Context: an optimization exercise on an open-source flow, tuned for small area, a short achievable clock period and few clock cycles. The choices shown serve that exercise and are no tape-out recipe.
Power and IR drop assume default switching activity.

job 229:
==> flow/design.v <==
module reg_file (
	input			clk,
	input			clr,
	input			we,
	input	[2:0]	wa,
	input	[15:0]	wd,
	input	[7:1]	s1,
	output	[15:0]	rd1,
	input	[7:1]	s2,
	output	[15:0]	rd2
);
reg [15:0] R [1:7];
wire [15:0] wdz = clr ? 16'd0 : wd;
genvar i;
generate for (i = 1; i < 8; i = i + 1) begin : g
	always @(posedge clk)
		if (clr || (we && wa == i)) R[i] <= wdz;
end endgenerate
assign rd1 = ({16{s1[1]}} & R[1]) | ({16{s1[2]}} & R[2]) | ({16{s1[3]}} & R[3])
           | ({16{s1[4]}} & R[4]) | ({16{s1[5]}} & R[5]) | ({16{s1[6]}} & R[6])
           | ({16{s1[7]}} & R[7]);
assign rd2 = ({16{s2[1]}} & R[1]) | ({16{s2[2]}} & R[2]) | ({16{s2[3]}} & R[3])
           | ({16{s2[4]}} & R[4]) | ({16{s2[5]}} & R[5]) | ({16{s2[6]}} & R[6])
           | ({16{s2[7]}} & R[7]);
endmodule
module alu (
	input	[15:0]	a,
	input	[15:0]	b2,		 
	input	[15:0]	imm,
	input			bp,
	input			bn,
	input			bi,
	input			sub,
	input			s_add,		 
	input			s_and,
	input			s_or,
	input			s_xor,
	input			s_sll,
	input			s_sra,
	input			s_srl,
	output	[15:0]	r
);
wire [15:0] bx = ({16{bp}} & b2) | ({16{bn}} & ~b2) | ({16{bi}} & imm);
wire [15:0] g0 = a & bx;
wire [15:0] p0 = a ^ bx;
wire [15:0] g [0:4];
wire [15:0] p [0:4];
assign g[0] = {g0[15:1], g0[0] | (p0[0] & sub)};
assign p[0] = p0;
genvar l, i;
generate for (l = 0; l < 4; l = l + 1) begin : lv
	for (i = 0; i < 16; i = i + 1) begin : bt
		if (i >= (1 << l)) begin : c
			assign g[l+1][i] = g[l][i] | (p[l][i] & g[l][i - (1 << l)]);
			assign p[l+1][i] = p[l][i] & p[l][i - (1 << l)];
		end else begin : n
			assign g[l+1][i] = g[l][i];
			assign p[l+1][i] = p[l][i];
		end
	end
end endgenerate
wire [15:0] cin = {g[4][14:0], sub};
wire big = |b2[15:4];
wire [15:0] ar;
generate for (i = 0; i < 16; i = i + 1) begin : rv
	assign ar[i] = a[15-i];
end endgenerate
wire fill = s_sra & a[15];
wire [15:0] sin = s_sll ? ar : a;
wire signed [16:0] sx = {fill, sin};
wire [16:0] sr = sx >>> b2[3:0];
wire [15:0] sh = big ? {16{fill}} : sr[15:0];
wire [15:0] shl;
generate for (i = 0; i < 16; i = i + 1) begin : rv2
	assign shl[i] = sh[15-i];
end endgenerate
wire [15:0] other = ({16{s_and}} & (a & b2))
                  | ({16{s_or}}  & (a | b2))
                  | ({16{s_xor}} & (a ^ b2))
                  | ({16{s_sll}} & shl)
                  | ({16{s_sra | s_srl}} & sh);
wire [15:0] r0 = s_add ? p0 : other;
wire [15:0] r1 = s_add ? ~p0 : other;
assign r = (cin & r1) | (~cin & r0);
endmodule
module MIPS (
	input				clk,
	input				rst,
	output	[7:0]		imem_addr,
	input		[15:0]	imem_rdata,
	output	[15:0]	dmem_addr,
	output	[15:0]	dmem_wdata,
	output				dmem_we,
	input		[15:0]	dmem_rdata
);
reg  [7:1]	s1, s2;		 
reg			f1, f2;		 
reg			e_imm;		 
reg			e_bp;		 
reg  [5:0]	e_i6;		 
reg			e_sub, e_add, e_and, e_or, e_xor, e_sll, e_sra, e_srl;
reg			e_st, e_ld, e_wr, e_br;	 
reg  [2:0]	e_rd;
reg  [15:0]	res;
reg  [15:0]	sd;
reg			mwe, wbe, mld;
reg  [2:0]	mrd;
reg  [7:0]	pc;
wire [7:0]	pc1 = pc + 8'd1;
assign imem_addr = pc;
wire [15:0]	ins = imem_rdata;
wire [3:0]	op  = ins[15:12];
wire [2:0]	rd  = ins[11:9];
wire [2:0]	rs1 = ins[8:6];
wire [2:0]	rs2 = ins[5:3];
wire [7:0]	tgt = pc1 + {{2{ins[5]}}, ins[5:0]};
wire d_alu  = (op >= 4'd1) && (op <= 4'd8);
wire d_addi = op == 4'd9;
wire d_ld   = op == 4'd10;
wire d_st   = op == 4'd11;
wire d_br   = op == 4'd12;
wire d_use1 = d_alu | d_addi | d_ld | d_st | d_br;
wire d_use2 = d_alu | d_st;
wire rd_nz  = rd != 3'd0;
wire d_wr   = (d_alu | d_addi | d_ld) & rd_nz;
wire br0    = d_br & (rs1 == 3'd0);
wire [2:0]	ra2 = d_st ? rd : rs2;
wire e_fw   = e_wr & !e_ld;
wire m1     = d_use1 && (rs1 == e_rd);
wire m2     = d_use2 && (ra2 == e_rd);
wire [7:0]	oh1 = d_use1 ? (8'd1 << rs1) : 8'd0;
wire [7:0]	oh2 = d_use2 ? (8'd1 << ra2) : 8'd0;
wire [15:0]	r1, r2;
wire [15:0]	wd = mld ? dmem_rdata : res;
reg			rf_clr;
always @(posedge clk) rf_clr <= rst;
reg_file rf (.clk(clk), .clr(rf_clr), .we(wbe), .wa(mrd), .wd(wd),
	.s1(s1), .rd1(r1), .s2(s2), .rd2(r2));
wire [15:0]	a  = r1 | ({16{f1}} & res);
wire [15:0]	b2 = r2 | ({16{f2}} & res);
wire [15:0]	r;
alu alu_u (.a(a), .b2(b2), .imm({{10{e_i6[5]}}, e_i6}), .bp(e_bp), .bn(e_sub), .bi(e_imm),
	.sub(e_sub), .s_add(e_add), .s_and(e_and), .s_or(e_or),
	.s_xor(e_xor), .s_sll(e_sll), .s_sra(e_sra), .s_srl(e_srl), .r(r));
wire stall = (m1 || m2) && e_ld;
wire [7:0]	e_tgt = pc + {{2{e_i6[5]}}, e_i6};
wire taken = e_br && (a == 16'd0);
wire kill  = rst || taken || stall;	 
always @(posedge clk) begin
	if (rst)
		pc <= 8'd0;
	else if (taken)
		pc <= e_tgt;	 
	else if (!stall)
		pc <= br0 ? tgt : pc1;
end
always @(posedge clk) begin
	if (kill) begin
		e_st <= 1'b0; e_ld <= 1'b0; e_wr <= 1'b0; e_br <= 1'b0;
	end else begin
		e_st  <= d_st;
		e_ld  <= d_ld && rd_nz;
		e_wr  <= d_wr;
		e_br  <= d_br && !br0;
	end
	f1 <= m1 && e_fw;
	f2 <= m2 && e_fw;
	s1 <= (m1 && e_fw) ? 7'd0 : oh1[7:1];
	s2 <= (m2 && e_fw) ? 7'd0 : oh2[7:1];
	e_sub <= op == 4'd2;
	e_bp  <= op == 4'd1;
	e_add <= op == 4'd1 || op == 4'd2 || d_addi || d_ld || d_st;
	e_and <= op == 4'd3;
	e_or  <= op == 4'd4;
	e_xor <= op == 4'd5;
	e_sll <= op == 4'd6;
	e_sra <= op == 4'd7;
	e_srl <= op == 4'd8;
	begin
		e_imm <= d_addi | d_ld | d_st;
		e_i6  <= ins[5:0];
		e_rd  <= rd;
	end
end
always @(posedge clk) begin
	if (rst) begin
		mwe <= 1'b0;
		wbe <= 1'b0;
		mld <= 1'b0;
	end else begin
		mwe <= e_st;
		wbe <= e_wr;
		mld <= e_ld;
	end
	res <= r;
	sd  <= b2;
	mrd <= e_rd;
end
assign dmem_addr  = res;
assign dmem_wdata = sd;
assign dmem_we    = mwe;
endmodule
clock: 8.0 ns
lec_check: 0
abc_area: 1
cap_margin: 20
core_margin: 2
core_utilization: 40
place_density: 0.6
setup_slack_margin: 5
slew_margin: 20
standard.sh (not shown) runs the stock make flow with config.mk's settings and CLKGATE_MAP_FILE= SYNTH_SCRIPT=/design/flow/synth_recipe.tcl, a recipe that flattens the netlist after the stock synthesis.
==> flow/flow/run.sh <==
#!/bin/bash
# The standard layout, with plain buffers (not delay cells) on the ports.
set -euo pipefail
bash standard.sh BUFFER_PORTS_ARGS="-buffer_cell sky130_fd_sc_hd__buf_2" finish > standard.log 2>&1
The inputs of job 9616 differ from those of job 229 as listed below.
diff --git a/flow/design.v b/flow/design.v
--- a/flow/design.v
+++ b/flow/design.v
@@ -31,14 +31,14 @@
 	input			bn,
 	input			bi,
 	input			sub,
-	input			s_add,		 
 	input			s_and,
 	input			s_or,
 	input			s_xor,
 	input			s_sll,
 	input			s_sra,
 	input			s_srl,
-	output	[15:0]	r
+	output	[15:0]	sum,		 
+	output	[15:0]	other		 
 );
 wire [15:0] bx = ({16{bp}} & b2) | ({16{bn}} & ~b2) | ({16{bi}} & imm);
 wire [15:0] g0 = a & bx;
@@ -74,14 +74,12 @@
 generate for (i = 0; i < 16; i = i + 1) begin : rv2
 	assign shl[i] = sh[15-i];
 end endgenerate
-wire [15:0] other = ({16{s_and}} & (a & b2))
+assign other = ({16{s_and}} & (a & b2))
                   | ({16{s_or}}  & (a | b2))
                   | ({16{s_xor}} & (a ^ b2))
                   | ({16{s_sll}} & shl)
                   | ({16{s_sra | s_srl}} & sh);
-wire [15:0] r0 = s_add ? p0 : other;
-wire [15:0] r1 = s_add ? ~p0 : other;
-assign r = (cin & r1) | (~cin & r0);
+assign sum = p0 ^ cin;
 endmodule
 module MIPS (
 	input				clk,
@@ -101,7 +99,11 @@
 reg			e_sub, e_add, e_and, e_or, e_xor, e_sll, e_sra, e_srl;
 reg			e_st, e_ld, e_wr, e_br;	 
 reg  [2:0]	e_rd;
-reg  [15:0]	res;
+reg  [7:0]	e_tgt;		 
+reg  [15:0]	res_s;		 
+reg  [15:0]	res_o;		 
+reg			m_add;		 
+wire [15:0]	res = m_add ? res_s : res_o;
 reg  [15:0]	sd;
 reg			mwe, wbe, mld;
 reg  [2:0]	mrd;
@@ -138,19 +140,18 @@
 	.s1(s1), .rd1(r1), .s2(s2), .rd2(r2));
 wire [15:0]	a  = r1 | ({16{f1}} & res);
 wire [15:0]	b2 = r2 | ({16{f2}} & res);
-wire [15:0]	r;
+wire [15:0]	sum, other;
 alu alu_u (.a(a), .b2(b2), .imm({{10{e_i6[5]}}, e_i6}), .bp(e_bp), .bn(e_sub), .bi(e_imm),
-	.sub(e_sub), .s_add(e_add), .s_and(e_and), .s_or(e_or),
-	.s_xor(e_xor), .s_sll(e_sll), .s_sra(e_sra), .s_srl(e_srl), .r(r));
+	.sub(e_sub), .s_and(e_and), .s_or(e_or),
+	.s_xor(e_xor), .s_sll(e_sll), .s_sra(e_sra), .s_srl(e_srl), .sum(sum), .other(other));
 wire stall = (m1 || m2) && e_ld;
-wire [7:0]	e_tgt = pc + {{2{e_i6[5]}}, e_i6};
 wire taken = e_br && (a == 16'd0);
 wire kill  = rst || taken || stall;	 
 always @(posedge clk) begin
 	if (rst)
 		pc <= 8'd0;
 	else if (taken)
-		pc <= e_tgt;	 
+		pc <= e_tgt;
 	else if (!stall)
 		pc <= br0 ? tgt : pc1;
 end
@@ -180,6 +181,7 @@
 		e_imm <= d_addi | d_ld | d_st;
 		e_i6  <= ins[5:0];
 		e_rd  <= rd;
+		e_tgt <= tgt;
 	end
 end
 always @(posedge clk) begin
@@ -192,11 +194,13 @@
 		wbe <= e_wr;
 		mld <= e_ld;
 	end
-	res <= r;
+	res_s <= sum;
+	res_o <= other;
+	m_add <= e_add;
 	sd  <= b2;
 	mrd <= e_rd;
 end
-assign dmem_addr  = res;
+assign dmem_addr  = res_s;
 assign dmem_wdata = sd;
 assign dmem_we    = mwe;
 endmodule
Results
The critical path class comes out register to register in one run and primary input to register in the other, namely in job 9616 and job 229 respectively.
The lower worst clock skew came out of job 9616.
The lower via count came out of job 229.
Between job 9616 and job 229, it is job 9616 whose wire length of the first global-routing pass is higher, by about 1%.
Job 9616 against job 229: clock power grew by about 37%; fraction of power consumed by the clock network moved up; netlist area before placement shows an increase of about 3.7%.
Function was not checked in any run of this note: the RTL went through the layout flow alone.

[separate check: timing with driven ports]
The results above use ideal ports. As a check the final layouts listed here were re-extracted and re-timed, cells and wires unchanged.
Step 1, drivers: a clkbuf_16 drives clk and a buf_2 each remaining input, both assumed.
Step 2, shift: input delay + t, output delay - t, t = (earliest + latest rising clock arrival at the registers) / 2. This alone moves slack from input paths to output paths.
Three values: ideal ports, drivers, drivers and shift; two values: the first two.
run	t, ns	setup WS [ns]	clock arrival spread, ns	worst data-port slew with drivers (ns)
job 229	0.502	5.115 / 5.116 / 4.642	0.026 / 0.026	0.07
job 9616	0.577	4.750 / 4.750 / 4.613	0.010 / 0.010	0.03
After both steps every run listed still meets setup and hold. The setup slack of job 229, which loses most, moves by +0.001 ns with the drivers and by -0.473 ns with both steps.
